This is an optimization exercise on Yosys and OpenROAD, whose aim is small area and a short achievable clock period, not a production implementation. No functional check of the RTL was part of any run shown here. Power figures rest on the tool's default switching activity, not on a simulated workload.

==> config.mk <==
export PLATFORM = sky130hd
export DESIGN_NAME = axis_master
export DESIGN_NICKNAME = axis_master
export VERILOG_FILES = /design/flow/design.v
export SDC_FILE = /design/flow/constraint.sdc
export NUM_CORES = 4
export LEC_CHECK = 0
export CAP_MARGIN = 20
export CORE_MARGIN = 2
export CORE_UTILIZATION = 40
export CTS_CLUSTER_DIAMETER = 150
export CTS_CLUSTER_SIZE = 30
export SETUP_SLACK_MARGIN = 3.0
export SLEW_MARGIN = 20
==> constraint.sdc <==
create_clock -name core_clock -period 5.0 [get_ports {axi_aclk}]
set_input_delay 1.0000 -clock core_clock [delete_from_list [all_inputs] [get_ports {axi_aclk}]]
set_output_delay 1.0000 -clock core_clock [all_outputs]
set_load 0.01 [all_outputs]
==> design.v <==
module axis_master(
    input logic bk_start,
    input logic [31:0] bk_data,
    input logic [3:0] bk_tstrb,
    input logic [3:0] bk_tkeep,
    input logic [1:0] bk_tid,
    input logic [1:0] bk_user,
    output logic bk_nordy,
    output logic bk_done,
    input axi_aclk,
    input axi_aresetn,
    output logic axis_tvalid,
    output logic [31:0] axis_tdata,
    output logic [3:0] axis_tstrb,
    output logic [3:0] axis_tkeep,
    output logic axis_tlast,
    output logic [1:0] axis_tid,
    output logic [1:0] axis_tuser,
    input axis_tready
);
    localparam DEPTH = 8, WIDTH = 44;
    logic [WIDTH - 1:0] fifo [DEPTH - 1:0];
    logic [WIDTH - 1:0] din, o_q, o_n;
    logic [7:0] d_q, d_n, w_q, w_n, cnt_q, cnt_n, nx_q, nx_n;
    logic s_q, v_q, l_q, nordy_q, v_n;
    logic full_q, full_n, wr, rd, byp, hold, show;
    logic [DEPTH - 1:0] ws_q, ws_n;    
    assign din = {bk_data, bk_tstrb, bk_tkeep, bk_tid, bk_user};
    assign wr   = bk_start & ~full_q;
    assign rd   = s_q & v_q & axis_tready;
    logic [7:0] w_inc;
    logic d_is0, d_is1, d_is2, d_is255, w_is0, w_is1, w_is255;
    logic gt1_inc, gt1_dec, gt1_same, v_inc, v_dec, v_same0, v_same1, v_clr;
    logic [7:0] nx_rot;
    logic [2:0] dl;
    logic [7:0] d_all1, d_all0, w_all1, d_tgl;
    logic up, dn;
    always_comb begin
        d_all1[0] = 1'b1;
        d_all0[0] = 1'b1;
        w_all1[0] = 1'b1;
        for (int i = 1; i < 8; i++) begin
            d_all1[i] = d_all1[i - 1] & d_q[i - 1];
            d_all0[i] = d_all0[i - 1] & ~d_q[i - 1];
            w_all1[i] = w_all1[i - 1] & w_q[i - 1];
        end
    end
    assign w_inc = w_q ^ w_all1;
    assign up    = wr & ~rd;
    assign dn    = rd & ~wr;
    assign d_tgl = ({8{up}} & d_all1) | ({8{dn}} & d_all0);
    assign d_is0   = (d_q == 8'd0);
    assign d_is1   = (d_q == 8'd1);
    assign d_is2   = (d_q == 8'd2);
    assign d_is255 = (d_q == 8'd255);
    assign w_is0   = (w_q == 8'd0);
    assign w_is1   = (w_q == 8'd1);
    assign w_is255 = (w_q == 8'd255);
    assign gt1_same = ~d_is0 & ~d_is1;
    assign gt1_inc  = ~d_is0 & ~d_is255;
    assign gt1_dec  = ~d_is1 & ~d_is2;
    assign v_inc    = gt1_inc | (d_is0 & w_is0 & ~v_q);    
    assign v_dec    = gt1_dec;                             
    assign v_same0  = gt1_same | (d_is1 & w_is1 & ~v_q);   
    assign v_same1  = gt1_same;                            
    assign v_clr    = ~w_is255;                            
    always_comb begin
        if (l_q) begin
            w_n = wr ? w_inc : 8'd0;
            d_n = wr ? w_inc : 8'd0;
            v_n = wr & v_clr;
        end
        else begin
            w_n = wr ? w_inc : w_q;
            d_n = d_q ^ d_tgl;
            case ({wr, rd})
                2'b10:   v_n = v_inc;
                2'b01:   v_n = v_dec;
                2'b11:   v_n = v_same1;
                default: v_n = v_same0;
            endcase
        end
    end
    always_comb begin
        if (l_q)
            full_n = wr & (w_q == 8'd7);
        else if (up)
            full_n = (d_q == 8'd7);
        else if (dn)
            full_n = (d_q == 8'd9);
        else
            full_n = full_q;
    end
    always_comb begin
        if (l_q & ~wr) ws_n = 8'b0000_0001;
        else if (wr)   ws_n = {ws_q[6:0], ws_q[7]};
        else           ws_n = ws_q;
    end
    assign nx_rot = {nx_q[6:0], nx_q[7]};
    always_comb begin
        if (~v_q)      nx_n = 8'b0000_0001;
        else if (~s_q) nx_n = 8'b0000_0010;
        else if (rd)   nx_n = nx_rot;
        else           nx_n = nx_q;
    end
    logic [7:0] c_all1;
    always_comb begin
        c_all1[0] = 1'b1;
        for (int i = 1; i < 8; i++)
            c_all1[i] = c_all1[i - 1] & cnt_q[i - 1];
    end
    assign cnt_n = (s_q & ~axis_tready) ? cnt_q ^ c_all1 : 8'd0;
    logic en_b, en_h, en_m;
    logic [DEPTH - 1:0] sel;
    assign dl   = d_q[2:0];
    assign byp  = wr & (rd ? (dl == 3'd1) : (dl == 3'd0));
    assign hold = s_q & ~axis_tready;
    assign show = v_q & ~(d_is255 & wr & ~rd);
    assign en_b = show & byp;
    assign en_h = show & ~byp & hold;
    assign en_m = show & ~byp & ~hold;
    assign sel  = (nx_q & {DEPTH{en_m}}) | ({nx_q[0], nx_q[7:1]} & {DEPTH{en_h}});
    always_comb begin
        o_n = din & {WIDTH{en_b}};
        for (int i = 0; i < DEPTH; i++)
            o_n = o_n | (fifo[i] & {WIDTH{sel[i]}});
    end
    always_ff @(posedge axi_aclk) begin
        for (int i = 0; i < DEPTH; i++)
            if (bk_start & ~full_q & ws_q[i]) fifo[i] <= din;
    end
    always_ff @(posedge axi_aclk or negedge axi_aresetn) begin
        if (~axi_aresetn) begin
            d_q     <= 8'd0;
            w_q     <= 8'd0;
            cnt_q   <= 8'd0;
            nx_q    <= 8'b0000_0001;
            ws_q    <= 8'b0000_0001;
            full_q  <= 1'b0;
            s_q     <= 1'b0;
            v_q     <= 1'b0;
            l_q     <= 1'b0;
            nordy_q <= 1'b0;
            o_q     <= '0;
        end
        else begin
            d_q     <= d_n;
            w_q     <= w_n;
            cnt_q   <= cnt_n;
            nx_q    <= nx_n;
            ws_q    <= ws_n;
            full_q  <= full_n;
            s_q     <= v_q;
            v_q     <= v_n;
            l_q     <= v_q & ~v_n;
            nordy_q <= s_q & ~axis_tready & (cnt_q >= 8'd4) & (cnt_q != 8'd255);
            o_q     <= o_n;
        end
    end
    assign axis_tvalid = s_q;
    assign axis_tlast  = l_q;
    assign bk_done     = l_q;
    assign bk_nordy    = nordy_q;
    assign {axis_tdata, axis_tstrb, axis_tkeep, axis_tid, axis_tuser} = o_q;
endmodule
==> flow/run.sh <==
#!/bin/bash
# Standard ORFS layout, except that the port buffers inserted before global
# placement are the small sky130_fd_sc_hd__buf_1 instead of the default pick;
# timing repair still resizes them where needed.
set -euo pipefail
bash standard.sh "BUFFER_PORTS_ARGS=-buffer_cell sky130_fd_sc_hd__buf_1" finish > make_finish.log 2>&1
==> standard.sh <==
#!/bin/bash
# synth_recipe.tcl (not shown) runs the flow's synth.tcl, then flattens the netlist and writes it again
# the make line also repeats each setting of config.mk as NAME=value (left out here)
make -C /OpenROAD-flow-scripts/flow DESIGN_CONFIG=/design/flow/config.mk WORK_HOME=/design/flow/orfs CLKGATE_MAP_FILE= SYNTH_SCRIPT=/design/flow/synth_recipe.tcl "${@:-finish}"
==> results of run 1 <==
## cell usage in the layout, fill, tap and decap left out, types with 4 or more instances in the layout
| cell | instances |
|---|---|
| a21oi_1 | 27 |
| buf_12 | 11 |
| a22oi_1 | 63 |
| dfrtp_1 | 81 |
| and2_1 | 7 |
| a221oi_2 | 43 |
| inv_1 | 6 |
| buf_2 | 5 |
| edfxtp_1 | 352 |
| o21ai_1 | 34 |
| mux2_2 | 5 |
| buf_16 | 10 |
| clkbuf_16 | 22 |
| o21ai_2 | 4 |
| xor2_1 | 6 |
| buf_4 | 31 |
| and3_1 | 30 |
| a22o_1 | 50 |
| mux2_4 | 26 |
| mux2i_1 | 10 |
| nor2_1 | 17 |
| dfrtp_2 | 5 |
| nand4_1 | 7 |
| clkbuf_2 | 35 |
| nand2_1 | 9 |
| mux2_8 | 10 |
| a21oi_2 | 19 |
| buf_1 | 46 |
| a21o_1 | 7 |
| nand3_1 | 12 |
| buf_6 | 19 |
| and2_4 | 14 |
| a22oi_2 | 24 |
| a31oi_1 | 4 |
| clkbuf_1 | 12 |
| ha_1 | 15 |
| o21ai_0 | 23 |
| and3_4 | 14 |
## metal layers
layer	wire (µm)	GRT usage
met5	26	0
met4	2110	0.0826
met3	4020	0.0377
met2	23400	0.363
met1	20000	0.298
## worst reg2reg max path: stages, from the launching register on
cell	delay, ns
dfrtp_2	0.45
buf_4	0.15
nand3_4	0.10
inv_6	0.06
xnor2_4	0.14
or4_4	0.50
buf_12	0.21
buf_8	0.15
and3_1	0.20
a21oi_2	0.13
## cell families after synthesis
logic type	after synthesis	synth area share
buffers and inverters	68	0.0212
DFF	441	0.765
xor gates and xnor gates	11	0.00576
AOI/OAI and AO/OA	306	0.136
adders and majority gates	19	0.0142
and+or+nand+nor	124	0.0436
muxes	21	0.0138
## per-stage QoR
stage | setup slack [ns] | util
3_5_place_dp | 1.38 | 0.432
5_1_grt | 2.72 | 0.496
4_1_cts | 2.77 | 0.485
6_report | 2.74 | 0.496
3_3_place_gp | 1.43 | 0.432
2_1_floorplan | 2.57 | -
## final timing paths
path	endpoint	slack, ns	cells past startpoint
worst min register to register	cnt_q[0]	0.48	1
min in group core_clock	cnt_q[0]	0.48	1
max in group asynchronous	s_q	3.70	2
worst min-delay path	w_q[5]	0.37	1
worst max register to register	o_q[12]	2.86	9
worst max-delay path	o_q[8]	2.74	9
## sequential cells by signal, indices dropped and copies added, names as in the netlist
signal,count
cnt_q,8
d_q,8
fifo,352
full_q,1
l_q,1
nordy_q,1
nx_q,8
o_q,44
s_q,1
v_q,1
w_q,8
ws_q,8
## layout make-up
type | count | area share
antenna | 2 | 0.000246
clock buffer | 31 | 0.0256
clock inverter | 1 | 0.000554
inverter | 8 | 0.00197
multi-input combinational | 522 | 0.239
sequential | 441 | 0.630
tap | 532 | 0.0327
timing repair buffer | 162 | 0.0695
## power by group through the flow
stage	registers (mW)	logic, mW	clock network, mW
finish	4.98	3.48	1.82
floorplan	4.89	1.56	0
global route	5.03	3.67	1.95
detailed placement	4.97	2.16	0
CTS	4.95	3.28	1.83
global placement	4.96	2.13	0
## repair_timing
item	4_1_cts	5_1_grt
pin swaps	47	51
setup endpoints to repair	455	233
buffers inserted	39	5
cloned	46	8
hold endpoints to repair	0	0
resized for setup	136	87
==> flow_metrics.env, run 1 <==
export IMPL_ant_nets=0
export IMPL_crit_type="in2reg"
export IMPL_layout_nets=1220
export IMPL_dp_cells=1567
export IMPL_synth_nets=1057
export IMPL_cts_root_buf="clkbuf_16"
export IMPL_antenna_found_initial=5
export IMPL_grt_pass1_wl_um=70300
export IMPL_fmax_ghz=0.443
export IMPL_multi_input_area_mm2=0.00486
export IMPL_ys_flop_type="edfxtp_1"
export IMPL_clockPowerShare=0.177
export IMPL_outcome="timing/DRC/antenna clean"
export IMPL_wl_um=49600
export IMPL_endpoint_kind="register"
export IMPL_crit_required_ns=5.43
export IMPL_fillers=3371
export IMPL_final_cells=1699
export IMPL_drv_slew=0
export IMPL_crit_start="axis_tready"
export IMPL_cts_sinks=441
export IMPL_cp_cell_sequence="buf_6 > buf_6 > nand2b_4 > buf_12 > buf_16 > mux2_4 > a22o_1 > a221oi_2 > a21oi_2"
export IMPL_max_slew_margin=0.371
export IMPL_fin_crit_sh=0.451
export IMPL_h_tree_depth=1
export IMPL_core_mm2=0.0410
export IMPL_initial_core_util=0.408
export IMPL_route_detailed_drc=0
export IMPL_hold_buffers=0
export IMPL_die_h_um=208
export IMPL_tns_ns=0
export IMPL_seq_power_share=0.484
export IMPL_hpwl_um=19600
export IMPL_ios=96
export IMPL_synth_edff_count=352
export IMPL_setup_viol=0
export IMPL_port_buffers=95
export IMPL_crit_path_max_incr_delay_ns=0.41
export IMPL_power_density_mw_per_mm2=505
export IMPL_cp_top_family="compound AO/OA/AOI/OAI gates"
export IMPL_grt_pass1_vias=10200
export IMPL_path_buf_inv=4
export IMPL_synth_most_common_cell="edfxtp_1"
export IMPL_synth_seq_cells=441
export IMPL_cpMaxStageDelayCell="mux2_4"
export IMPL_power_mw=10.3
export IMPL_tightest_slew_ns=0.940
export IMPL_yosys_area_top_type="edfxtp_1"
export IMPL_grt_overflow=0
export IMPL_synth_distinct_cells=51
export IMPL_drive_gt1_frac=0.284
export IMPL_worstPathArrival_ns=2.68
export IMPL_die_area_mm2=0.0435
export IMPL_yosysSeqAreaShare=0.765
export IMPL_cp_common_cell="buf_6"
export IMPL_dr_total_vias=10200
export IMPL_clock_path_buffers=3
export IMPL_clkTransAtPathRegs_ns=0.11
export IMPL_grtUsageTotal=0.222
export IMPL_hold_viol=0
export IMPL_worstHoldPathType="in2async"
export IMPL_dieWidth_um=208
export IMPL_final_area_mm2=0.0203
export IMPL_ys_async_sr_fraction=0.202
export IMPL_rsz0062_at_grt="yes"
export IMPL_intPower_mw=6.81
export IMPL_ys_top_cells_by_count="352 x edfxtp_1, 87 x a22oi_1, 87 x dfrtp_1, 50 x a22o_1, 46 x a21oi_1"
export IMPL_start_kind="input port"
export IMPL_hold_ws_ns=0.369
export IMPL_synthesis_area_mm2=0.0167
export IMPL_p_sw_frac=0.337
export IMPL_p_leak_nw=7.15
export IMPL_wl_per_cell_um=29.2
export IMPL_synth_warnings=2
export IMPL_core_rowCount=74
export IMPL_place_congestion=0.747
export IMPL_grt_start_max_net_pins=46
export IMPL_cts_tree="built"
export IMPL_viasPerCell=6.02
export IMPL_skew_ns=0.0126
export IMPL_power_frac_comb=0.339
export IMPL_area_growth_pct=21.6
export IMPL_yosysTopAreaCellShare=0.632
export IMPL_netlist_instances=990
export IMPL_max_cap_violations=0
export IMPL_regArea_mm2=0.0128
export IMPL_clkLatencyLatePin_ns=0.55
export IMPL_placed_area_mm2=0.0177
export IMPL_avgSynthCellArea_um2=16.9
export IMPL_min_period_ns=2.26
export IMPL_drt_pass1_iterations=5
export IMPL_crit_fanout=7
export IMPL_synth_area_top_cells="edfxtp_1 63%, dfrtp_1 13%, a22oi_1 3.9%"
export IMPL_rr_startpoint="s_q"
export IMPL_worst_ir_drop_vdd_uv=251
export IMPL_cts_buffers=18
export IMPL_drt_first_iter_violations=1029
export IMPL_p_switching_mw=3.46
==> run 2: changes to the inputs <==
==> run.sh (new file) <==
#!/bin/bash
# synth_recipe.tcl (not shown) runs the flow's synth.tcl, then flattens the netlist and writes it again
# the make line also repeats each setting of config.mk as NAME=value (left out here)
make -C /OpenROAD-flow-scripts/flow DESIGN_CONFIG=/design/flow/config.mk WORK_HOME=/design/flow/orfs CLKGATE_MAP_FILE= SYNTH_SCRIPT=/design/flow/synth_recipe.tcl finish
removed: flow/run.sh
removed: standard.sh
==> flow_metrics.env, run 2 <==
export IMPL_outcome="timing/DRC/antenna clean"
export IMPL_synth_warnings=2
export IMPL_die_h_um=208
export IMPL_netlist_instances=990
export IMPL_crit_required_ns=5.48
export IMPL_grt_overflow=0
export IMPL_yosysSeqAreaShare=0.765
export IMPL_drt_pass1_iterations=5
export IMPL_yosysTopAreaCellShare=0.632
export IMPL_dp_slack_ns=0.996
export IMPL_hold_ws_ns=0.468
export IMPL_clkLatencyLatePin_ns=0.54
export IMPL_crit_start="axis_tready"
export IMPL_hpwl_um=18900
export IMPL_yosys_area_top_type="edfxtp_1"
export IMPL_r2r_end="full_q"
export IMPL_synth_most_common_cell="edfxtp_1"
export IMPL_grtUsageTotal=0.234
export IMPL_dr_total_vias=10500
export IMPL_synth_area_top_cells="edfxtp_1 63%, dfrtp_1 13%, a22oi_1 3.9%"
export IMPL_cp_top_family="simple AND/OR/NAND/NOR gates"
export IMPL_ys_async_sr_fraction=0.202
export IMPL_whs_endpoint="cnt_q[0]"
export IMPL_avgSynthCellArea_um2=16.9
export IMPL_wl_per_cell_um=30.1
export IMPL_layout_common_cells="352 x edfxtp_1, 81 x dfrtp_1, 55 x a22oi_1"
export IMPL_area_growth_pct=22.8
export IMPL_path_buf_inv=4
export IMPL_r2r_cells=10
export IMPL_setup_viol=0
export IMPL_layout_nets=1221
export IMPL_wl_um=51300
export IMPL_place_congestion=0.757
export IMPL_clock_path_buffers=3
export IMPL_drt_first_iter_violations=1297
export IMPL_cp_common_cell="buf_6"
export IMPL_clkTransAtPathRegs_ns=0.12
export IMPL_fin_crit_sh=0.446
export IMPL_largest_reg_flops=352
export IMPL_fin_util=0.501
export IMPL_synth_edff_count=352
export IMPL_drive_gt1_frac=0.298
export IMPL_fmax_ghz=0.449
export IMPL_fillers=3370
export IMPL_synth_nets=1057
export IMPL_cts_buffers=18
export IMPL_top_register="fifo"
export IMPL_cts_sinks=441
export IMPL_rsz0062_at_grt="yes"
export IMPL_h_tree_depth=1
export IMPL_layout_cells_most_common="edfxtp_1"
export IMPL_initial_core_util=0.408
export IMPL_worstPathArrival_ns=2.71
export IMPL_crit_path_max_incr_delay_ns=0.47
export IMPL_synth_seq_cells=441
export IMPL_grt_pass1_vias=10300
export IMPL_ys_top_cells_by_count="352 x edfxtp_1, 87 x a22oi_1, 87 x dfrtp_1, 50 x a22o_1, 46 x a21oi_1"
export IMPL_setup_ws_ns=2.77
export IMPL_antenna_found_initial=4
export IMPL_synthesis_area_mm2=0.0167
export IMPL_hp_start="cnt_q[0]"
export IMPL_core_mm2=0.0410
export IMPL_synth_distinct_cells=51
export IMPL_min_period_ns=2.23
export IMPL_worst_ir_drop_vdd_uv=254
export IMPL_grt_pass1_wl_um=74000
export IMPL_cts_tree="built"
export IMPL_start_kind="input port"
export IMPL_final_area_mm2=0.0205
export IMPL_ant_nets=0
export IMPL_placed_area_mm2=0.0183
export IMPL_worstHoldPathCells=1
export IMPL_crit_type="in2reg"
export IMPL_die_area_mm2=0.0435
export IMPL_max_slew_margin=0.396
export IMPL_drv_slew=0
export IMPL_max_cap_violations=0
export IMPL_cts_root_buf="clkbuf_16"
export IMPL_ios=96
export IMPL_skew_ns=0.0176
export IMPL_tns_ns=0
export IMPL_endpoint_kind="register"
export IMPL_power_density_mw_per_mm2=500
export IMPL_grt_start_max_net_pins=57
export IMPL_crit_fanout=7
export IMPL_cpMaxStageDelayCell="or4b_4"
export IMPL_reg2reg_slack_ns=2.83
export IMPL_ys_flop_type="edfxtp_1"
export IMPL_route_detailed_drc=0
export IMPL_p_leak_nw=7.15
export IMPL_reg_top3="fifo: 352 flops, o_q: 44 flops"
export IMPL_port_buffers=95
export IMPL_core_rowCount=74
export IMPL_worstHoldPathType="reg2reg"
export IMPL_cp_cell_sequence="buf_6 > buf_8 > nand3_4 > buf_6 > buf_6 > ha_4 > or4b_4 > o21ai_1 > and4b_1 > a31oi_2 > o21ai_1"
export IMPL_rr_startpoint="s_q"
export IMPL_viasPerCell=6.16
export IMPL_hold_viol=0
export IMPL_dieWidth_um=208
export IMPL_tightest_slew_ns=0.906
-- run 2: changes by cell type in the layout (fill, tap and decap cells not counted), sizes merged --
cell and change:
clkdlybuf4s50 +44, clkbuf -37, buf -15, or4 +14, mux2 -9, nand2b +3, clkinvlp +1, diode +1
nor2b -1, xnor2 +1
-- run 2: what timing repair did --
| item | CTS | global route |
|---|---|---|
| hold buffers | 0 | 0 |
| gates resized for setup | 344 | 65 |
| endpoints found under the setup margin | 469 | 115 |
| setup buffers | 45 | 5 |
| cloned | 51 | 2 |
| hold endpoints to repair | 0 | 0 |
| pin swaps | 59 | 35 |
-- run 2: kinds of logic after synthesis --
kind of cell               synth area share
xor gates and xnor gates            0.00576
adders and majority gates            0.0142
muxes                                0.0138
AOI/OAI and AO/OA                     0.136
buffers and inverters                0.0212
DFF                                   0.765
and+or+nand+nor                      0.0436
-- run 2: final cells by class --
cell class	instances	area [µm²]	share of cell area
Multi-Input combinational cell	530	5030	0.245
Timing Repair inverter	1	8.76	0.000426
Sequential cell	441	12800	0.624
Timing Repair Buffer	154	1420	0.0693
Antenna cell	3	7.51	0.000365
Tap cell	532	666	0.0324
Clock buffer	31	520	0.0253
Clock inverter	1	11.3	0.000548
Inverter	8	53.8	0.00262
-- run 2: metal layers --
metal,up-vias,wire length (µm),GRT usage
met5,-,28,0
met4,4,1740,0.0757
met3,97,4490,0.0402
met2,566,24400,0.378
met1,5404,20600,0.325
li1,4402,-,-
-- run 2: stage by stage --
step | power [mW] | instances
2_1_floorplan | 6.45 | 990
3_3_place_gp | 7.28 | 1563
3_5_place_dp | 7.32 | 1563
4_1_cts | 10.1 | 1691
5_1_grt | 10.7 | 1700
6_report | 10.3 | 1701
-- run 2: worst max path at each step --
stage | slack [ns] | cells past startpoint | end
3_5_place_dp | 1.0 | 8 | o_q[24]
3_3_place_gp | 1.02 | 8 | o_q[24]
6_report | 2.77 | 11 | full_q
2_1_floorplan | 2.57 | 8 | d_q[6]
5_1_grt | 2.75 | 1 | bk_done
4_1_cts | 2.77 | 1 | axis_tlast
-- run 2: power breakdown --
part | internal, mW | leakage [nW] | switching [mW] | total (mW)
Sequential | 4.58 | 4.36 | 0.416 | 5.00
Clock | 0.732 | 0.254 | 1.09 | 1.82
Combinational | 1.44 | 2.54 | 2.01 | 3.45
==> run 3: changes to the inputs <==
--- a/design.v
+++ b/design.v
@@ -1,3 +1,15 @@
+module axis_aoi222 #(parameter WIDTH = 44)(
+    input logic [WIDTH - 1:0] a1, a2, b1, b2, c1, c2,
+    output logic [WIDTH - 1:0] y
+);
+    assign y = ~((a1 & a2) | (b1 & b2) | (c1 & c2));
+endmodule
+module axis_nand3 #(parameter WIDTH = 44)(
+    input logic [WIDTH - 1:0] a, b, c,
+    output logic [WIDTH - 1:0] y
+);
+    assign y = ~(a & b & c);
+endmodule
 module axis_master(
     input logic bk_start,
     input logic [31:0] bk_data,
@@ -120,11 +132,25 @@
     assign en_h = show & ~byp & hold;
     assign en_m = show & ~byp & ~hold;
     assign sel  = (nx_q & {DEPTH{en_m}}) | ({nx_q[0], nx_q[7:1]} & {DEPTH{en_h}});
-    always_comb begin
-        o_n = din & {WIDTH{en_b}};
-        for (int i = 0; i < DEPTH; i++)
-            o_n = o_n | (fifo[i] & {WIDTH{sel[i]}});
-    end
+    logic [WIDTH - 1:0] grp0, grp1, grp2;
+    axis_aoi222 #(.WIDTH(WIDTH)) payload_g0(
+        .a1({WIDTH{sel[0]}}), .a2(fifo[0]),
+        .b1({WIDTH{sel[1]}}), .b2(fifo[1]),
+        .c1({WIDTH{sel[2]}}), .c2(fifo[2]),
+        .y(grp0));
+    axis_aoi222 #(.WIDTH(WIDTH)) payload_g1(
+        .a1({WIDTH{sel[3]}}), .a2(fifo[3]),
+        .b1({WIDTH{sel[4]}}), .b2(fifo[4]),
+        .c1({WIDTH{sel[5]}}), .c2(fifo[5]),
+        .y(grp1));
+    axis_aoi222 #(.WIDTH(WIDTH)) payload_g2(
+        .a1({WIDTH{sel[6]}}), .a2(fifo[6]),
+        .b1({WIDTH{sel[7]}}), .b2(fifo[7]),
+        .c1({WIDTH{en_b}}),   .c2(din),
+        .y(grp2));
+    axis_nand3 #(.WIDTH(WIDTH)) payload_or(
+        .a(grp0), .b(grp1), .c(grp2),
+        .y(o_n));
     always_ff @(posedge axi_aclk) begin
         for (int i = 0; i < DEPTH; i++)
             if (bk_start & ~full_q & ws_q[i]) fifo[i] <= din;
--- a/config.mk
+++ b/config.mk
@@ -8,7 +8,8 @@
 export CAP_MARGIN = 20
 export CORE_MARGIN = 2
 export CORE_UTILIZATION = 40
-export CTS_CLUSTER_DIAMETER = 150
-export CTS_CLUSTER_SIZE = 30
+export CTS_CLUSTER_DIAMETER = 100
+export CTS_CLUSTER_SIZE = 20
 export SETUP_SLACK_MARGIN = 3.0
 export SLEW_MARGIN = 20
+export SYNTH_HIERARCHICAL = 1
==> flow_metrics.env, run 3 <==
export IMPL_outcome="timing/DRC/antenna clean"
export IMPL_wl_per_cell_um=25.9
export IMPL_seq_power_share=0.523
export IMPL_clock_path_buffers=3
export IMPL_route_detailed_drc=0
export IMPL_cp_cell_sequence="buf_6 > a31o_4 > a21oi_4 > o21ai_2 > nand2_4 > buf_12 > a21oi_4 > buf_12 > buf_12 > a222oi_1 > nand3_1"
export IMPL_cts_tree="built"
export IMPL_max_slew_margin=0.518
export IMPL_top_register="fifo"
export IMPL_gr_usage_met2=0.303
export IMPL_die_area_mm2=0.0410
export IMPL_antenna_found_initial=2
export IMPL_die_h_um=202
export IMPL_p_switching_mw=2.74
export IMPL_rsz0062_at_grt="yes"
export IMPL_clkTransAtPathRegs_ns=0.09
export IMPL_layout_nets=1107
export IMPL_ys_top_cells_by_count="352 x edfxtp_1, 132 x a222oi_1, 87 x dfrtp_1, 62 x nand3_1, 28 x nand2_1"
export IMPL_ys_async_sr_fraction=0.202
export IMPL_yosysSeqAreaShare=0.813
export IMPL_synth_warnings=9
export IMPL_layout_cells_most_common="edfxtp_1"
export IMPL_ant_nets=0
export IMPL_p_sw_frac=0.295
export IMPL_max_cap_violations=0
export IMPL_synth_distinct_cells=44
export IMPL_synth_area_top_cells="edfxtp_1 67%, dfrtp_1 14%, a222oi_1 8.4%"
export IMPL_use_met3=0.0332
export IMPL_layout_common_cells="352 x edfxtp_1, 132 x a222oi_1, 75 x dfrtp_1"
export IMPL_largest_reg_flops=352
export IMPL_dp_slack_ns=1.04
export IMPL_core_mm2=0.0387
export IMPL_fillers=3211
export IMPL_yosysTopAreaCellShare=0.672
export IMPL_final_area_mm2=0.0194
export IMPL_endpoint_kind="register"
export IMPL_fin_util=0.501
export IMPL_grt_overflow=0
export IMPL_drv_slew=0
export IMPL_power_density_mw_per_mm2=478
export IMPL_rr_startpoint="s_q"
export IMPL_cp_top_family="compound AO/OA/AOI/OAI gates"
export IMPL_crit_required_ns=5.43
export IMPL_synth_nets=902
export IMPL_drt_first_iter_violations=1401
export IMPL_avgSynthCellArea_um2=18.9
export IMPL_synthesis_area_mm2=0.0157
export IMPL_h_tree_depth=1
export IMPL_cts_sinks=441
export IMPL_grt_pass1_vias=8999
export IMPL_drt_pass1_iterations=6
export IMPL_cp_common_cell="buf_12"
export IMPL_path_buf_inv=4
export IMPL_hpwl_um=19200
export IMPL_grtUsageTotal=0.190
export IMPL_synth_most_common_cell="edfxtp_1"
export IMPL_synth_edff_count=352
export IMPL_tns_ns=0
export IMPL_yosys_area_top_type="edfxtp_1"
export IMPL_clockPowerShare=0.235
export IMPL_min_period_ns=2.23
export IMPL_crit_path_max_incr_delay_ns=0.41
export IMPL_worstPathArrival_ns=2.66
export IMPL_hold_viol=0
export IMPL_tightest_slew_ns=0.724
export IMPL_reg_top3="fifo: 352 flops, o_q: 44 flops"
export IMPL_setup_viol=0
export IMPL_viasPerCell=5.87
export IMPL_grt_start_max_net_pins=46
export IMPL_port_buffers=95
export IMPL_wl_um=41000
export IMPL_use_met1=0.277
export IMPL_fin_crit_sh=0.447
export IMPL_drive_gt1_frac=0.230
export IMPL_grt_pass1_wl_um=58200
export IMPL_fmax_ghz=0.448
export IMPL_dieWidth_um=202
export IMPL_power_frac_comb=0.243
export IMPL_ios=96
export IMPL_cts_root_buf="clkbuf_16"
export IMPL_worstHoldPathType="in2async"
export IMPL_dr_total_vias=9272
export IMPL_synth_seq_cells=441
export IMPL_hold_buffers=0
export IMPL_placed_area_mm2=0.0176
export IMPL_p_leak_nw=6.86
export IMPL_clkLatencyLatePin_ns=0.57
export IMPL_crit_start="s_q"
export IMPL_setup_ws_ns=2.77
export IMPL_place_congestion=0.768
export IMPL_cpMaxStageDelayCell="dfrtp_2"
export IMPL_skew_ns=0.0271
export IMPL_intPower_mw=6.54
export IMPL_core_rowCount=72
export IMPL_worst_ir_drop_vdd_uv=338
export IMPL_crit_fanout=6
export IMPL_busiest_layer="met2"
export IMPL_area_growth_pct=23.3
export IMPL_netlist_instances=835
export IMPL_initial_core_util=0.406
export IMPL_crit_type="reg2reg"
export IMPL_cts_buffers=26
export IMPL_ys_flop_type="edfxtp_1"
export IMPL_start_kind="register"
-- run 3: worst paths after layout --
path | endpoint | slack [ns] | cells after the start
max in group asynchronous | d_q[0] | 3.32 | 2
min in group core_clock | cnt_q[0] | 0.47 | 1
hold reg to reg | cnt_q[0] | 0.47 | 1
setup reg to reg | o_q[34] | 2.77 | 11
hold / removal | d_q[6] | 0.47 | 1
setup / recovery | o_q[34] | 2.77 | 11
-- run 3: cells by family after synthesis --
group	after synthesis	share of synthesized area
multiplexers	9	0.00572
buffers and inverters	25	0.00755
AO/OA/AOI/OAI	184	0.105
AND/OR/NAND/NOR	147	0.0482
XOR/XNOR	10	0.00556
adder cells (fa/ha/maj)	19	0.0151
flip-flops	441	0.813
-- run 3: power by group through the flow --
stage                     Combinational [mW]  Clock (mW)  Sequential, mW
after global placement                  1.77           0            4.94
after CTS                               2.15        2.21            4.84
after floorplan                         1.02           0            4.86
after global routing                    2.42        2.34            4.89
final                                   2.25        2.18            4.85
after detailed placement                1.79           0            4.94
-- run 3: metrics by stage --
stage               power, mW  std cells  hold slack [ns]
global placement         6.71       1450            0.448
global route             9.66       1578            0.483
finish                   9.27       1579            0.469
detailed placement       6.74       1450            0.462
floorplan                5.88        835            0.349
CTS                      9.20       1552            0.473
-- run 3: what timing repair did --
action	CTS	global route
hold endpoints to repair	0	0
resized for setup	286	38
setup buffers	38	18
pin swaps	84	44
endpoints found under the setup margin	471	105
cloned	16	8
-- run 3: final cells by class --
| class | instances | area [µm²] | area share |
|---|---|---|---|
| clock buffers | 45 | 722 | 0.0372 |
| repair buffers | 184 | 1930 | 0.0997 |
| diodes | 1 | 2.50 | 0.000129 |
| clock inverters | 3 | 51.3 | 0.00264 |
| inverters | 9 | 40.0 | 0.00206 |
| flip-flops and latches | 441 | 12800 | 0.660 |
| multi-input cells | 378 | 3190 | 0.165 |
| well taps | 518 | 648 | 0.0334 |
-- run 3: worst register-to-register path, stage by stage (launching register included) --
cell      delay (ns)
dfrtp_2         0.41
buf_6           0.13
a31o_4          0.24
a21oi_4         0.13
o21ai_2         0.09
nand2_4         0.12
buf_12          0.14
a21oi_4         0.05
buf_12          0.15
buf_12          0.15
a222oi_1        0.34
nand3_1         0.15
-- run 3: routing by layer --
metal,part of all wire,vias to the layer above
met4,0.018,2
met5,0.00032,-
met2,0.47,427
li1,-,4024
met3,0.082,52
met1,0.43,4767
==> run 4: changes to the inputs <==
==> flow/run.sh (new file) <==
#!/bin/bash
# Standard ORFS layout, except that the port buffers inserted before global
# placement are the small sky130_fd_sc_hd__buf_1 instead of the default pick;
# timing repair still resizes them where needed.
set -euo pipefail
bash standard.sh "BUFFER_PORTS_ARGS=-buffer_cell sky130_fd_sc_hd__buf_1" finish > make_finish.log 2>&1
==> standard.sh (new file) <==
#!/bin/bash
# synth_recipe.tcl (not shown) runs the flow's synth.tcl, then flattens the netlist and writes it again
# the make line also repeats each setting of config.mk as NAME=value (left out here)
make -C /OpenROAD-flow-scripts/flow DESIGN_CONFIG=/design/flow/config.mk WORK_HOME=/design/flow/orfs CLKGATE_MAP_FILE= SYNTH_SCRIPT=/design/flow/synth_recipe.tcl "${@:-finish}"
removed: run.sh
==> flow_metrics.env, run 4 <==
export IMPL_synth_warnings=9
export IMPL_avgSynthCellArea_um2=18.9
export IMPL_multi_input_area_mm2=0.00327
export IMPL_synth_edff_count=352
export IMPL_hold_buffers=0
export IMPL_regArea_mm2=0.0128
export IMPL_tns_ns=0
export IMPL_grt_overflow=0
export IMPL_worst_ir_drop_vdd_uv=380
export IMPL_synth_most_common_cell="edfxtp_1"
export IMPL_cts_tree="built"
export IMPL_intPower_mw=6.57
export IMPL_start_kind="input port"
export IMPL_ys_async_sr_fraction=0.202
export IMPL_power_mw=9.38
export IMPL_synthesis_area_mm2=0.0157
export IMPL_cts_sinks=441
export IMPL_tightest_slew_ns=0.890
export IMPL_layout_nets=1107
export IMPL_grt_pass1_wl_um=60100
export IMPL_hpwl_um=19200
export IMPL_wl_per_cell_um=26.3
export IMPL_seq_power_share=0.518
export IMPL_cpMaxStageDelayCell="a222oi_1"
export IMPL_rr_startpoint="v_q"
export IMPL_initial_core_util=0.406
export IMPL_r2r_cells=11
export IMPL_crit_required_ns=5.41
export IMPL_worstHoldPathCells=1
export IMPL_drive_gt1_frac=0.222
export IMPL_layout_common_cells="352 x edfxtp_1, 132 x a222oi_1, 77 x dfrtp_1"
export IMPL_drt_first_iter_violations=1486
export IMPL_drt_pass1_iterations=6
export IMPL_fin_util=0.491
export IMPL_cp_common_cell="buf_12"
export IMPL_clock_path_buffers=3
export IMPL_final_area_mm2=0.0190
export IMPL_largest_reg_flops=352
export IMPL_area_growth_pct=20.8
export IMPL_min_period_ns=2.36
export IMPL_setup_viol=0
export IMPL_top_register="fifo"
export IMPL_p_switching_mw=2.81
export IMPL_synth_nets=902
export IMPL_drv_slew=0
export IMPL_dr_total_vias=9361
export IMPL_whs_endpoint="cnt_q[0]"
export IMPL_placed_area_mm2=0.0170
export IMPL_skew_ns=0.0222
export IMPL_crit_type="in2reg"
export IMPL_fmax_ghz=0.424
export IMPL_layout_cells_most_common="edfxtp_1"
export IMPL_power_frac_comb=0.246
export IMPL_die_area_mm2=0.0410
export IMPL_wl_um=41500
export IMPL_fin_crit_sh=0.471
export IMPL_worstPathArrival_ns=2.77
export IMPL_clkLatencyLatePin_ns=0.57
export IMPL_viasPerCell=5.93
export IMPL_crit_path_max_incr_delay_ns=0.32
export IMPL_cts_root_buf="clkbuf_16"
export IMPL_grt_start_max_net_pins=55
export IMPL_outcome="timing/DRC/antenna clean"
export IMPL_fillers=3256
export IMPL_netlist_instances=835
export IMPL_grtUsageTotal=0.199
export IMPL_endpoint_kind="register"
export IMPL_reg_top3="fifo: 352 flops, o_q: 44 flops"
export IMPL_hold_viol=0
export IMPL_synth_seq_cells=441
export IMPL_core_rowCount=72
export IMPL_p_leak_nw=6.65
export IMPL_worstHoldPathType="reg2reg"
export IMPL_antenna_found_initial=3
export IMPL_rsz0062_at_grt="yes"
export IMPL_dieWidth_um=202
export IMPL_die_h_um=202
export IMPL_crit_fanout=8
export IMPL_synth_distinct_cells=44
export IMPL_ant_nets=0
export IMPL_h_tree_depth=1
export IMPL_grt_pass1_vias=9071
export IMPL_cp_cell_sequence="buf_12 > nand3_4 > inv_4 > nor4_4 > o21ai_4 > nand2_8 > buf_12 > a21oi_4 > buf_12 > buf_8 > a222oi_1 > nand3_1"
export IMPL_p_sw_frac=0.300
export IMPL_reg2reg_slack_ns=2.65
export IMPL_ios=96
export IMPL_place_congestion=0.789
export IMPL_yosysSeqAreaShare=0.813
export IMPL_core_mm2=0.0387
export IMPL_synth_area_top_cells="edfxtp_1 67%, dfrtp_1 14%, a222oi_1 8.4%"
export IMPL_setup_ws_ns=2.64
export IMPL_route_detailed_drc=0
export IMPL_dp_slack_ns=1.21
export IMPL_clockPowerShare=0.236
export IMPL_yosysTopAreaCellShare=0.672
export IMPL_r2r_end="o_q[26]"
export IMPL_port_buffers=95
export IMPL_cts_buffers=26
export IMPL_max_cap_violations=0
export IMPL_yosys_area_top_type="edfxtp_1"
export IMPL_hp_start="cnt_q[0]"
export IMPL_clkTransAtPathRegs_ns=0.09
export IMPL_ys_top_cells_by_count="352 x edfxtp_1, 132 x a222oi_1, 87 x dfrtp_1, 62 x nand3_1, 28 x nand2_1"
export IMPL_power_density_mw_per_mm2=493
export IMPL_max_slew_margin=0.407
export IMPL_ys_flop_type="edfxtp_1"
==> run 4: stage by stage <==
step,cells,hold slack [ns]
after global routing,1578,0.491
final,1579,0.470
after CTS,1568,0.469
after detailed placement,1451,0.457
after floorplan,835,0.349
after global placement,1451,0.448
==> run 4: repair_timing <==
action,in CTS,in global routing
pin swaps,61,48
buffers inserted,55,6
gates cloned,14,4
gates resized for setup,104,54
setup endpoints to repair,455,98
==> run 4: final cells by class <==
class / instances / share of cell area
well taps: 518 / 0.0341
clock inverters: 3 / 0.00329
inverters: 9 / 0.00191
multi-input cells: 383 / 0.172
flip-flops and latches: 441 / 0.674
repair buffers: 179 / 0.0758
diodes: 1 / 0.000132
clock buffers: 45 / 0.0385
==> run 4: critical path, delay by kind of cell <==
family | cells | cell delay (ns)
compound gates | 3 | 0.50
buf+inv | 5 | 0.59
simple gates | 4 | 0.66
==> run 4: power groups by stage <==
stage	Sequential, mW	Combinational [mW]	Clock, mW
after global routing	4.90	2.46	2.39
after floorplan	4.86	1.02	0
after detailed placement	4.93	1.61	0
after CTS	4.85	2.13	2.25
final	4.86	2.31	2.22
after global placement	4.93	1.59	0
==> run 4: worst max path at each step <==
stage           startpoint  endpoint  slack [ns]  cells after the start
2_1_floorplan  axis_tready   o_q[42]        2.42                      8
3_3_place_gp   axis_tready   o_q[43]        1.27                     10
3_5_place_dp   axis_tready   o_q[20]        1.21                      7
4_1_cts                v_q   o_q[26]        2.69                     10
5_1_grt                v_q   o_q[26]        2.54                     11
6_report       axis_tready   o_q[26]        2.64                     12
==> run 4: cell families (layout without fill, tap and decap cells) <==
logic type / after synthesis / count (layout) / share of synthesized area
flip-flops: 441 / 441 / 0.813
adder cells (fa/ha/maj): 19 / 19 / 0.0151
multiplexers: 9 / 9 / 0.00572
AND/OR/NAND/NOR: 147 / 156 / 0.0482
XOR/XNOR: 10 / 10 / 0.00556
buffers and inverters: 25 / 236 / 0.00755
other: 0 / 1 / 0
AO/OA/AOI/OAI: 184 / 189 / 0.105
==> run 4: layer usage <==
layer	global-route usage	share of wire
met4	0.0401	0.019
met5	0	0.00065
met3	0.0379	0.089
met1	0.294	0.42
met2	0.308	0.47
==> run 5: changes to the inputs <==
--- a/design.v
+++ b/design.v
@@ -35,7 +35,7 @@
     logic [WIDTH - 1:0] din, o_q, o_n;
     logic [7:0] d_q, d_n, w_q, w_n, cnt_q, cnt_n, nx_q, nx_n;
     logic s_q, v_q, l_q, nordy_q, v_n;
-    logic full_q, full_n, wr, rd, byp, hold, show;
+    logic full_q, full_n, wr, rd;
     logic [DEPTH - 1:0] ws_q, ws_n;    
     assign din = {bk_data, bk_tstrb, bk_tkeep, bk_tid, bk_user};
     assign wr   = bk_start & ~full_q;
@@ -122,16 +122,21 @@
             c_all1[i] = c_all1[i - 1] & cnt_q[i - 1];
     end
     assign cnt_n = (s_q & ~axis_tready) ? cnt_q ^ c_all1 : 8'd0;
-    logic en_b, en_h, en_m;
-    logic [DEPTH - 1:0] sel;
-    assign dl   = d_q[2:0];
-    assign byp  = wr & (rd ? (dl == 3'd1) : (dl == 3'd0));
-    assign hold = s_q & ~axis_tready;
-    assign show = v_q & ~(d_is255 & wr & ~rd);
-    assign en_b = show & byp;
-    assign en_h = show & ~byp & hold;
-    assign en_m = show & ~byp & ~hold;
-    assign sel  = (nx_q & {DEPTH{en_m}}) | ({nx_q[0], nx_q[7:1]} & {DEPTH{en_h}});
+    logic en_b, g, dl0, dl1, sv;
+    logic x0, x1, y0, y1;
+    logic [DEPTH - 1:0] sel, nx_hold;
+    assign dl  = d_q[2:0];
+    assign dl0 = (dl == 3'd0);
+    assign dl1 = (dl == 3'd1);
+    assign sv  = s_q & v_q;
+    assign x0  = ~full_q & (d_is255 | dl0);
+    assign x1  = ~full_q & (sv ? dl1 : (d_is255 | dl0));
+    assign y0  = ~full_q & dl0 & ~d_is255;
+    assign y1  = ~full_q & (sv ? dl1 : (dl0 & ~d_is255));
+    assign g    = v_q & ~(bk_start & (axis_tready ? x1 : x0));
+    assign en_b = v_q & bk_start & (axis_tready ? y1 : y0);
+    assign nx_hold = s_q ? {nx_q[0], nx_q[7:1]} : nx_q;
+    assign sel     = {DEPTH{g}} & (axis_tready ? nx_q : nx_hold);
     logic [WIDTH - 1:0] grp0, grp1, grp2;
     axis_aoi222 #(.WIDTH(WIDTH)) payload_g0(
         .a1({WIDTH{sel[0]}}), .a2(fifo[0]),
==> run.sh (new file) <==
#!/bin/bash
# synth_recipe.tcl (not shown) runs the flow's synth.tcl, then flattens the netlist and writes it again
# the make line also repeats each setting of config.mk as NAME=value (left out here)
make -C /OpenROAD-flow-scripts/flow DESIGN_CONFIG=/design/flow/config.mk WORK_HOME=/design/flow/orfs CLKGATE_MAP_FILE= SYNTH_SCRIPT=/design/flow/synth_recipe.tcl finish
removed: flow/run.sh
removed: standard.sh
==> flow_metrics.env, run 5 <==
export IMPL_r2r_cells=9
export IMPL_worstHoldPathCells=1
export IMPL_p_sw_frac=0.311
export IMPL_antenna_cells=0
export IMPL_yosysTopAreaCellShare=0.669
export IMPL_setup_viol=0
export IMPL_core_mm2=0.0388
export IMPL_outcome="timing/DRC/antenna clean"
export IMPL_cts_sinks=441
export IMPL_drt_pass1_iterations=6
export IMPL_netlist_instances=832
export IMPL_min_period_ns=2.36
export IMPL_ys_async_sr_fraction=0.202
export IMPL_final_cells=1567
export IMPL_tightest_slew_ns=1.02
export IMPL_hp_start="cnt_q[0]"
export IMPL_tns_ns=0
export IMPL_wl_per_cell_um=29.7
export IMPL_drt_first_iter_violations=1608
export IMPL_endpoint_kind="register"
export IMPL_drive_gt1_frac=0.220
export IMPL_port_buffers=95
export IMPL_initial_core_util=0.407
export IMPL_crit_fanout=6
export IMPL_whs_endpoint="cnt_q[0]"
export IMPL_ios=96
export IMPL_layout_common_cells="352 x edfxtp_1, 132 x a222oi_1, 77 x dfrtp_1"
export IMPL_final_area_mm2=0.0194
export IMPL_rsz0062_at_grt="yes"
export IMPL_p_leak_nw=6.87
export IMPL_grt_pass1_vias=9353
export IMPL_crit_type="reg2reg"
export IMPL_crit_required_ns=5.49
export IMPL_seq_power_share=0.493
export IMPL_p_switching_mw=3.05
export IMPL_cts_tree="built"
export IMPL_synth_distinct_cells=52
export IMPL_start_kind="register"
export IMPL_h_tree_depth=1
export IMPL_rr_startpoint="d_q[0]"
export IMPL_dp_cells=1444
export IMPL_die_h_um=203
export IMPL_intPower_mw=6.74
export IMPL_dieWidth_um=203
export IMPL_synth_area_top_cells="edfxtp_1 67%, dfrtp_1 14%, a222oi_1 8.4%"
export IMPL_reg2reg_slack_ns=2.64
export IMPL_clockPowerShare=0.222
export IMPL_layout_cells_most_common="edfxtp_1"
export IMPL_r2r_end="o_q[6]"
export IMPL_cts_buffers=26
export IMPL_synth_nets=899
export IMPL_top_register="fifo"
export IMPL_hold_buffers=0
export IMPL_ant_nets=0
export IMPL_yosys_area_top_type="edfxtp_1"
export IMPL_grt_start_max_net_pins=64
export IMPL_core_rowCount=72
export IMPL_place_congestion=0.764
export IMPL_viasPerCell=6.11
export IMPL_drv_slew=0
export IMPL_yosysSeqAreaShare=0.810
export IMPL_die_area_mm2=0.0411
export IMPL_synth_warnings=9
export IMPL_power_density_mw_per_mm2=503
export IMPL_fmax_ghz=0.423
export IMPL_layout_nets=1096
export IMPL_worstHoldPathType="reg2reg"
export IMPL_dr_total_vias=9570
export IMPL_grtUsageTotal=0.211
export IMPL_power_frac_comb=0.285
export IMPL_reg_top3="fifo: 352 flops, o_q: 44 flops"
export IMPL_clkTransAtPathRegs_ns=0.08
export IMPL_synth_edff_count=352
export IMPL_synth_seq_cells=441
export IMPL_clock_path_buffers=3
export IMPL_avgSynthCellArea_um2=19.0
export IMPL_hold_ws_ns=0.471
export IMPL_ys_flop_type="edfxtp_1"
export IMPL_worst_ir_drop_vdd_uv=359
export IMPL_wl_um=46500
export IMPL_max_slew_margin=0.318
export IMPL_fin_util=0.501
export IMPL_antenna_found_initial=2
export IMPL_fin_crit_sh=0.473
export IMPL_multi_input_area_mm2=0.00332
export IMPL_route_detailed_drc=0
export IMPL_worstPathArrival_ns=2.86
export IMPL_fillers=3147
export IMPL_hpwl_um=19000
export IMPL_max_cap_violations=0
export IMPL_synthesis_area_mm2=0.0158
export IMPL_ys_top_cells_by_count="352 x edfxtp_1, 132 x a222oi_1, 87 x dfrtp_1, 54 x nand3_1, 21 x nand2_1"
export IMPL_clkLatencyLatePin_ns=0.58
export IMPL_grt_overflow=0
export IMPL_area_growth_pct=23.0
export IMPL_hold_viol=0
export IMPL_cts_root_buf="clkbuf_16"
export IMPL_synth_most_common_cell="edfxtp_1"
export IMPL_regArea_mm2=0.0128
export IMPL_placed_area_mm2=0.0176
export IMPL_skew_ns=0.0158
export IMPL_grt_pass1_wl_um=63500
export IMPL_largest_reg_flops=352
run 5: cell count changes after synthesis, sizes merged, moves of 3 or more:
cell,change
o211ai,+3
nand3,-8
o21ai,-10
nand2,-8
a21oi,+5
run 5: worst max path at each step:
stage,cells after the start,from,end,slack [ns]
global placement,9,axis_tready,o_q[0],0.90
global route,9,d_q[1],o_q[5],2.56
CTS,9,d_q[1],o_q[6],2.64
floorplan,8,axis_tready,o_q[0],2.10
finish,9,d_q[0],o_q[6],2.64
detailed placement,9,axis_tready,o_q[1],0.86
run 5: logic make-up (layout without fill, tap and decap cells):
family | count (synthesis) | count (layout) | share of synthesized area
compound gates | 192 | 195 | 0.110
xor+xnor | 9 | 9 | 0.00499
fa+ha+maj | 19 | 19 | 0.0150
buf+inv | 25 | 230 | 0.00744
flops | 441 | 441 | 0.810
mux | 9 | 9 | 0.00570
simple gates | 137 | 146 | 0.0467
run 5: area by class of cell:
type	count	area share
tap	518	0.0333
inverter	9	0.00212
clock inverter	3	0.00212
clock buffer	45	0.0371
multi-input combinational	378	0.171
timing repair buffer	173	0.0955
sequential	441	0.659
run 5: timing repair:
| item | in CTS | in global routing |
|---|---|---|
| pin swaps | 56 | 74 |
| endpoints found under the setup margin | 471 | 104 |
| setup buffers | 42 | 3 |
| hold endpoints to repair | 0 | 0 |
| resized for setup | 284 | 25 |
| cloned | 18 | 12 |
run 5: stage by stage:
stage / total power, mW / setup WS [ns]
4_1_cts: 9.49 / 2.64
2_1_floorplan: 5.91 / 2.10
3_5_place_dp: 6.81 / 0.858
3_3_place_gp: 6.79 / 0.896
6_report: 9.78 / 2.64
5_1_grt: 10.2 / 2.56
run 5: critical path, stage by stage, from the launching register on:
cell and delay, ns:
dfrtp_2 0.46, and4_4 0.20, a311oi_4 0.29, o31ai_4 0.10
buf_6 0.15, buf_4 0.13, a21oi_4 0.44, clkbuf_16 0.31
a222oi_1 0.10, nand3_1 0.10
run 5: power groups by stage:
stage | registers, mW | logic [mW] | clock network, mW
after detailed placement | 4.91 | 1.90 | 0
after global routing | 4.86 | 2.93 | 2.36
final | 4.82 | 2.79 | 2.17
after floorplan | 4.84 | 1.06 | 0
after global placement | 4.91 | 1.88 | 0
after CTS | 4.81 | 2.47 | 2.20
run 5: metal layers:
| layer | track usage | vias up | wire length (µm) |
|---|---|---|---|
| li1 | - | 4027 | - |
| met1 | 0.292 | 4930 | 17900 |
| met2 | 0.342 | 533 | 22000 |
| met3 | 0.0490 | 74 | 5460 |
| met4 | 0.0485 | 6 | 1210 |
| met5 | 0 | - | 52 |
==> run 6: changes to the inputs <==
--- a/design.v
+++ b/design.v
@@ -36,7 +36,6 @@
     logic [7:0] d_q, d_n, w_q, w_n, cnt_q, cnt_n, nx_q, nx_n;
     logic s_q, v_q, l_q, nordy_q, v_n;
     logic full_q, full_n, wr, rd;
-    logic [DEPTH - 1:0] ws_q, ws_n;    
     assign din = {bk_data, bk_tstrb, bk_tkeep, bk_tid, bk_user};
     assign wr   = bk_start & ~full_q;
     assign rd   = s_q & v_q & axis_tready;
@@ -103,11 +102,6 @@
         else
             full_n = full_q;
     end
-    always_comb begin
-        if (l_q & ~wr) ws_n = 8'b0000_0001;
-        else if (wr)   ws_n = {ws_q[6:0], ws_q[7]};
-        else           ws_n = ws_q;
-    end
     assign nx_rot = {nx_q[6:0], nx_q[7]};
     always_comb begin
         if (~v_q)      nx_n = 8'b0000_0001;
@@ -158,7 +152,7 @@
         .y(o_n));
     always_ff @(posedge axi_aclk) begin
         for (int i = 0; i < DEPTH; i++)
-            if (bk_start & ~full_q & ws_q[i]) fifo[i] <= din;
+            if (bk_start & ~full_q & (w_q[2:0] == i)) fifo[i] <= din;
     end
     always_ff @(posedge axi_aclk or negedge axi_aresetn) begin
         if (~axi_aresetn) begin
@@ -166,7 +160,6 @@
             w_q     <= 8'd0;
             cnt_q   <= 8'd0;
             nx_q    <= 8'b0000_0001;
-            ws_q    <= 8'b0000_0001;
             full_q  <= 1'b0;
             s_q     <= 1'b0;
             v_q     <= 1'b0;
@@ -179,7 +172,6 @@
             w_q     <= w_n;
             cnt_q   <= cnt_n;
             nx_q    <= nx_n;
-            ws_q    <= ws_n;
             full_q  <= full_n;
             s_q     <= v_q;
             v_q     <= v_n;
==> flow_metrics.env, run 6 <==
export IMPL_synth_nets=883
export IMPL_reg2reg_slack_ns=2.62
export IMPL_worst_ir_drop_vdd_uv=275
export IMPL_ant_nets=0
export IMPL_tns_ns=0
export IMPL_drive_gt1_frac=0.230
export IMPL_p_leak_nw=6.63
export IMPL_worstHoldPathType="reg2reg"
export IMPL_hold_buffers=0
export IMPL_regArea_mm2=0.0126
export IMPL_dieWidth_um=201
export IMPL_synth_warnings=9
export IMPL_drv_slew=0
export IMPL_initial_core_util=0.403
export IMPL_synthesis_area_mm2=0.0155
export IMPL_yosysSeqAreaShare=0.815
export IMPL_endpoint_kind="register"
export IMPL_drt_first_iter_violations=1697
export IMPL_layout_cells_most_common="edfxtp_1"
export IMPL_core_rowCount=72
export IMPL_crit_fanout=7
export IMPL_dr_total_vias=9327
export IMPL_power_frac_comb=0.268
export IMPL_crit_required_ns=5.41
export IMPL_drt_pass1_iterations=9
export IMPL_clock_path_buffers=3
export IMPL_hpwl_um=19200
export IMPL_viasPerCell=5.95
export IMPL_core_mm2=0.0384
export IMPL_largest_reg_flops=352
export IMPL_layout_common_cells="352 x edfxtp_1, 132 x a222oi_1, 69 x dfrtp_1"
export IMPL_crit_start="d_q[2]"
export IMPL_wl_um=41800
export IMPL_ys_flop_type="edfxtp_1"
export IMPL_yosysTopAreaCellShare=0.683
export IMPL_crit_type="reg2reg"
export IMPL_fillers=3228
export IMPL_crit_end="o_q[15]"
export IMPL_fin_crit_sh=0.477
export IMPL_die_h_um=201
export IMPL_route_detailed_drc=0
export IMPL_h_tree_depth=1
export IMPL_min_period_ns=2.38
export IMPL_clkLatencyLatePin_ns=0.56
export IMPL_final_cells=1568
export IMPL_ys_async_sr_fraction=0.187
export IMPL_setup_viol=0
export IMPL_wl_per_cell_um=26.7
export IMPL_max_cap_violations=0
export IMPL_fin_util=0.500
export IMPL_place_congestion=0.783
export IMPL_r2r_end="o_q[15]"
export IMPL_power_density_mw_per_mm2=490
export IMPL_avgSynthCellArea_um2=19.0
export IMPL_skew_ns=0.0173
export IMPL_area_growth_pct=24.0
export IMPL_synth_distinct_cells=41
export IMPL_hold_viol=0
export IMPL_rsz0062_at_grt="yes"
export IMPL_intPower_mw=6.58
export IMPL_cts_buffers=25
export IMPL_top_register="fifo"
export IMPL_worstPathArrival_ns=2.80
export IMPL_p_sw_frac=0.300
export IMPL_tightest_slew_ns=0.833
export IMPL_synth_seq_cells=433
export IMPL_grtUsageTotal=0.202
export IMPL_grt_pass1_wl_um=60800
export IMPL_grt_overflow=0
export IMPL_cts_root_buf="clkbuf_16"
export IMPL_port_buffers=95
export IMPL_multi_input_area_mm2=0.00336
export IMPL_die_area_mm2=0.0403
export IMPL_synth_most_common_cell="edfxtp_1"
export IMPL_max_slew_margin=0.445
export IMPL_start_kind="register"
export IMPL_clockPowerShare=0.225
export IMPL_layout_nets=1098
export IMPL_rr_startpoint="d_q[2]"
export IMPL_fmax_ghz=0.419
export IMPL_dp_cells=1432
export IMPL_cts_sinks=433
export IMPL_r2r_cells=10
export IMPL_ios=96
export IMPL_cts_tree="built"
export IMPL_netlist_instances=814
export IMPL_synth_edff_count=352
export IMPL_seq_power_share=0.508
export IMPL_clkTransAtPathRegs_ns=0.09
export IMPL_ys_top_cells_by_count="352 x edfxtp_1, 132 x a222oi_1, 80 x dfrtp_1, 57 x nand3_1, 27 x nand2_1"
export IMPL_yosys_area_top_type="edfxtp_1"
export IMPL_synth_area_top_cells="edfxtp_1 68%, dfrtp_1 13%, a222oi_1 8.5%"
export IMPL_p_switching_mw=2.81
export IMPL_grt_start_max_net_pins=60
export IMPL_outcome="timing/DRC/antenna clean"
export IMPL_grt_pass1_vias=9182
export IMPL_reg_top3="fifo: 352 flops, o_q: 44 flops"
export IMPL_antenna_found_initial=5
## run 6: power by group through the flow
stage                     combinational, mW  sequential [mW]  clock (mW)
after global placement                 1.82             4.88           0
after CTS                              2.39             4.76        2.15
after detailed placement               1.84             4.88           0
final                                  2.52             4.77        2.11
after global routing                   2.68             4.82        2.28
after floorplan                        1.03             4.81           0
## run 6: final cells by class
type	instances	area share
flip-flops and latches	433	0.658
multi-input cells	379	0.175
repair inverters	1	0.000457
clock buffers	43	0.0362
inverters	10	0.00294
well taps	518	0.0338
diodes	2	0.000261
clock inverters	3	0.00228
repair buffers	179	0.0911
## run 6: cells by family (layout without fill, tap and decap cells)
family / count (synthesis) / count (layout) / share of synthesized area
adder cells (fa/ha/maj): 21 / 21 / 0.0170
AO/OA/AOI/OAI: 176 / 187 / 0.103
XOR/XNOR: 13 / 13 / 0.00736
AND/OR/NAND/NOR: 139 / 149 / 0.0454
buffers and inverters: 23 / 236 / 0.00639
multiplexers: 9 / 9 / 0.00583
other: 0 / 2 / 0
flip-flops: 433 / 433 / 0.815
## run 6: metrics by stage
step | setup WS (ns) | area [µm²] | hold WS (ns) | power [mW]
after floorplan | 2.07 | 15700 | 0.430 | 5.85
after global placement | 0.905 | 17300 | 0.451 | 6.69
after detailed placement | 0.897 | 17300 | 0.458 | 6.72
after CTS | 2.64 | 18900 | 0.470 | 9.31
after global routing | 2.48 | 19200 | 0.485 | 9.78
final | 2.62 | 19200 | 0.469 | 9.39
## run 6: how the worst min path moves through the flow
| stage | to | from | cells after the start |
|---|---|---|---|
| 3_3_place_gp | cnt_q[0] | cnt_q[0] | 1 |
| 4_1_cts | cnt_q[0] | cnt_q[0] | 1 |
| 3_5_place_dp | cnt_q[0] | cnt_q[0] | 1 |
| 6_report | cnt_q[0] | cnt_q[0] | 1 |
| 2_1_floorplan | cnt_q[0] | cnt_q[0] | 1 |
| 5_1_grt | cnt_q[0] | cnt_q[0] | 1 |
## run 6: critical path, stage by stage, from the launching register on
cell and delay (ns):
dfrtp_2 0.44, or2_4 0.30, nor3_4 0.17, a21oi_2 0.06, o21ai_4 0.21, buf_12 0.14
buf_16 0.14, buf_12 0.14, a21oi_4 0.06, a222oi_1 0.44, nand3_1 0.14
## run 6: layer usage
| metal | track usage | routed length [µm] |
|---|---|---|
| met1 | 0.289 | 17400 |
| met2 | 0.323 | 19400 |
| met3 | 0.0390 | 4070 |
| met4 | 0.0479 | 879 |
| met5 | 0 | 41 |
## run 6: repair_timing
action,4_1_cts,5_1_grt
setup buffers,49,11
pin swaps,100,41
endpoints found under the setup margin,456,210
gates cloned,23,5
resized for setup,277,26
==> run 7: changes to the inputs <==
--- a/design.v
+++ b/design.v
@@ -3,6 +3,17 @@
     output logic [WIDTH - 1:0] y
 );
     assign y = ~((a1 & a2) | (b1 & b2) | (c1 & c2));
+endmodule
+module axis_payload_sel #(parameter DEPTH = 8)(
+    input logic start, ready, v, x0, x1, y0, y1,
+    input logic [DEPTH - 1:0] nx, nx_hold,
+    output logic en_b,
+    output logic [DEPTH - 1:0] sel
+);
+    logic g;
+    assign g    = v & ~(start & (ready ? x1 : x0));
+    assign en_b = v & start & (ready ? y1 : y0);
+    assign sel  = {DEPTH{g}} & (ready ? nx : nx_hold);
 endmodule
 module axis_nand3 #(parameter WIDTH = 44)(
     input logic [WIDTH - 1:0] a, b, c,
@@ -116,7 +127,7 @@
             c_all1[i] = c_all1[i - 1] & cnt_q[i - 1];
     end
     assign cnt_n = (s_q & ~axis_tready) ? cnt_q ^ c_all1 : 8'd0;
-    logic en_b, g, dl0, dl1, sv;
+    logic en_b, dl0, dl1, sv;
     logic x0, x1, y0, y1;
     logic [DEPTH - 1:0] sel, nx_hold;
     assign dl  = d_q[2:0];
@@ -127,10 +138,12 @@
     assign x1  = ~full_q & (sv ? dl1 : (d_is255 | dl0));
     assign y0  = ~full_q & dl0 & ~d_is255;
     assign y1  = ~full_q & (sv ? dl1 : (dl0 & ~d_is255));
-    assign g    = v_q & ~(bk_start & (axis_tready ? x1 : x0));
-    assign en_b = v_q & bk_start & (axis_tready ? y1 : y0);
     assign nx_hold = s_q ? {nx_q[0], nx_q[7:1]} : nx_q;
-    assign sel     = {DEPTH{g}} & (axis_tready ? nx_q : nx_hold);
+    axis_payload_sel #(.DEPTH(DEPTH)) payload_sel(
+        .start(bk_start), .ready(axis_tready), .v(v_q),
+        .x0(x0), .x1(x1), .y0(y0), .y1(y1),
+        .nx(nx_q), .nx_hold(nx_hold),
+        .en_b(en_b), .sel(sel));
     logic [WIDTH - 1:0] grp0, grp1, grp2;
     axis_aoi222 #(.WIDTH(WIDTH)) payload_g0(
         .a1({WIDTH{sel[0]}}), .a2(fifo[0]),
==> flow_metrics.env, run 7 <==
export IMPL_hold_buffers=0
export IMPL_regArea_mm2=0.0126
export IMPL_reg_top3="fifo: 352 flops, o_q: 44 flops"
export IMPL_ys_async_sr_fraction=0.187
export IMPL_netlist_instances=823
export IMPL_synth_nets=892
export IMPL_fin_crit_sh=0.510
export IMPL_setup_viol=0
export IMPL_grtUsageTotal=0.196
export IMPL_drive_gt1_frac=0.225
export IMPL_synth_area_top_cells="edfxtp_1 67%, dfrtp_1 13%, a222oi_1 8.4%"
export IMPL_synth_edff_count=352
export IMPL_skew_ns=0.0259
export IMPL_tightest_slew_ns=0.936
export IMPL_cts_tree="built"
export IMPL_crit_required_ns=5.50
export IMPL_fmax_ghz=0.392
export IMPL_ys_flop_type="edfxtp_1"
export IMPL_multi_input_area_mm2=0.00342
export IMPL_synthesis_area_mm2=0.0157
export IMPL_endpoint_kind="register"
export IMPL_port_buffers=95
export IMPL_crit_fanout=7
export IMPL_h_tree_depth=1
export IMPL_synth_distinct_cells=41
export IMPL_hpwl_um=17800
export IMPL_rr_startpoint="d_q[1]"
export IMPL_avgSynthCellArea_um2=19.1
export IMPL_ys_top_cells_by_count="352 x edfxtp_1, 132 x a222oi_1, 80 x dfrtp_1, 58 x nand3_1, 21 x ha_1"
export IMPL_max_cap_violations=0
export IMPL_dp_slack_ns=1.22
export IMPL_place_congestion=0.773
export IMPL_cpMaxStageDelayCell="dfrtp_2"
export IMPL_crit_start="d_q[1]"
export IMPL_path_depth=13
export IMPL_ios=96
export IMPL_viasPerCell=5.95
export IMPL_grt_start_max_net_pins=61
export IMPL_outcome="timing/DRC/antenna clean"
export IMPL_layout_nets=1088
export IMPL_worst_ir_drop_vdd_uv=338
export IMPL_cp_common_cell="buf_6"
export IMPL_cp_cell_sequence="nand3_4 > nor3_4 > buf_4 > nor2_2 > nor2_1 > mux2_4 > buf_6 > buf_12 > a211oi_4 > buf_6 > buf_16 > a222oi_1 > nand3_1"
export IMPL_start_kind="register"
export IMPL_worstPathArrival_ns=3.05
export IMPL_clock_path_buffers=3
export IMPL_core_mm2=0.0386
export IMPL_yosys_area_top_type="edfxtp_1"
export IMPL_clkLatencyLatePin_ns=0.58
export IMPL_die_area_mm2=0.0408
export IMPL_min_period_ns=2.55
export IMPL_antenna_found_initial=2
export IMPL_top_register="fifo"
export IMPL_placed_area_mm2=0.0175
export IMPL_yosysTopAreaCellShare=0.673
export IMPL_r2r_cells=13
export IMPL_fillers=3155
export IMPL_grt_overflow=0
export IMPL_p_leak_nw=6.69
export IMPL_wl_per_cell_um=26.7
export IMPL_clkTransAtPathRegs_ns=0.09
export IMPL_synth_most_common_cell="edfxtp_1"
export IMPL_dieWidth_um=202
export IMPL_worstHoldPathCells=1
export IMPL_synth_warnings=9
export IMPL_ant_nets=0
export IMPL_final_cells=1558
export IMPL_core_rowCount=72
export IMPL_layout_cells_most_common="edfxtp_1"
export IMPL_yosysSeqAreaShare=0.803
export IMPL_tns_ns=0
export IMPL_area_growth_pct=22.4
export IMPL_cts_sinks=433
export IMPL_cts_root_buf="clkbuf_16"
export IMPL_worstHoldPathType="reg2reg"
export IMPL_drv_slew=0
export IMPL_drt_pass1_iterations=8
export IMPL_cp_top_family="buffers and inverters"
export IMPL_synth_seq_cells=433
export IMPL_hp_start="cnt_q[0]"
export IMPL_dp_cells=1433
export IMPL_hold_viol=0
export IMPL_rsz0062_at_grt="yes"
export IMPL_grt_pass1_vias=9006
export IMPL_power_density_mw_per_mm2=471
export IMPL_cts_buffers=25
export IMPL_largest_reg_flops=352
export IMPL_crit_path_max_incr_delay_ns=0.49
export IMPL_crit_type="reg2reg"
export IMPL_route_detailed_drc=0
export IMPL_drt_first_iter_violations=1331
export IMPL_setup_ws_ns=2.45
export IMPL_grt_pass1_wl_um=59400
export IMPL_max_slew_margin=0.376
export IMPL_path_buf_inv=5
export IMPL_final_area_mm2=0.0192
export IMPL_initial_core_util=0.406
export IMPL_die_h_um=202
export IMPL_wl_um=41700
export IMPL_fin_util=0.497
export IMPL_layout_common_cells="352 x edfxtp_1, 132 x a222oi_1, 70 x dfrtp_1"
export IMPL_dr_total_vias=9269
## run 7: cell count changes after synthesis, moves of 3 or more
| cell | previous run | this run |
|---|---|---|
| o21ai_1 | 9 | 0 |
| xnor2_1 | 8 | 5 |
| mux2_2 | 0 | 8 |
| nor2_1 | 15 | 20 |
| a211oi_2 | 0 | 8 |
| nand2_1 | 27 | 12 |
| mux2i_1 | 9 | 18 |
| clkbuf_1 | 10 | 6 |
| buf_4 | 1 | 4 |
| o21ai_0 | 8 | 15 |
| a21oi_1 | 12 | 5 |
## run 7: final timing paths
path,end,slack [ns]
worst min-delay path,cnt_q[0],0.46
worst max-delay path,o_q[35],2.45
max in group asynchronous,d_q[5],3.47
min in group asynchronous,o_q[25],0.57
worst max register to register,o_q[35],2.45
worst min register to register,cnt_q[0],0.46
## run 7: power breakdown
part / switching, mW / internal [mW]
Sequential: 0.228 / 4.40
Clock: 1.14 / 0.987
Combinational: 1.32 / 0.965
## run 7: metrics by stage
step	total power, mW	hold slack [ns]
floorplan	5.74	0.427
detailed placement	6.54	0.454
global placement	6.52	0.449
finish	9.04	0.458
CTS	8.94	0.467
global route	9.43	0.493
## run 7: repair_timing
action,CTS,global route
gates cloned,19,6
setup endpoints to repair,470,265
resized for setup,288,25
setup buffers,34,18
pin swaps,35,41
## run 7: area by class of cell
type                    count  area share
flip-flops and latches    433       0.657
multi-input cells         379       0.178
repair buffers            169      0.0894
clock buffers              44      0.0374
well taps                 518      0.0337
inverters                  11     0.00332
clock inverters             2     0.00130
diodes                      2    0.000261
## run 7: logic make-up after synthesis
kind of cell | count (synthesis) | share of synthesized area
flip-flops | 433 | 0.803
AO/OA/AOI/OAI | 174 | 0.105
AND/OR/NAND/NOR | 131 | 0.0430
multiplexers | 27 | 0.0182
buffers and inverters | 25 | 0.00797
adder cells (fa/ha/maj) | 21 | 0.0167
XOR/XNOR | 12 | 0.00670
## run 7: layer usage
| metal | vias to the layer above | global-route usage | wire length (µm) |
|---|---|---|---|
| li1 | 4002 | - | - |
| met1 | 4765 | 0.274 | 17100 |
| met5 | - | 0 | 32 |
| met4 | 2 | 0.0532 | 1010 |
| met2 | 446 | 0.315 | 19600 |
| met3 | 54 | 0.0416 | 3930 |
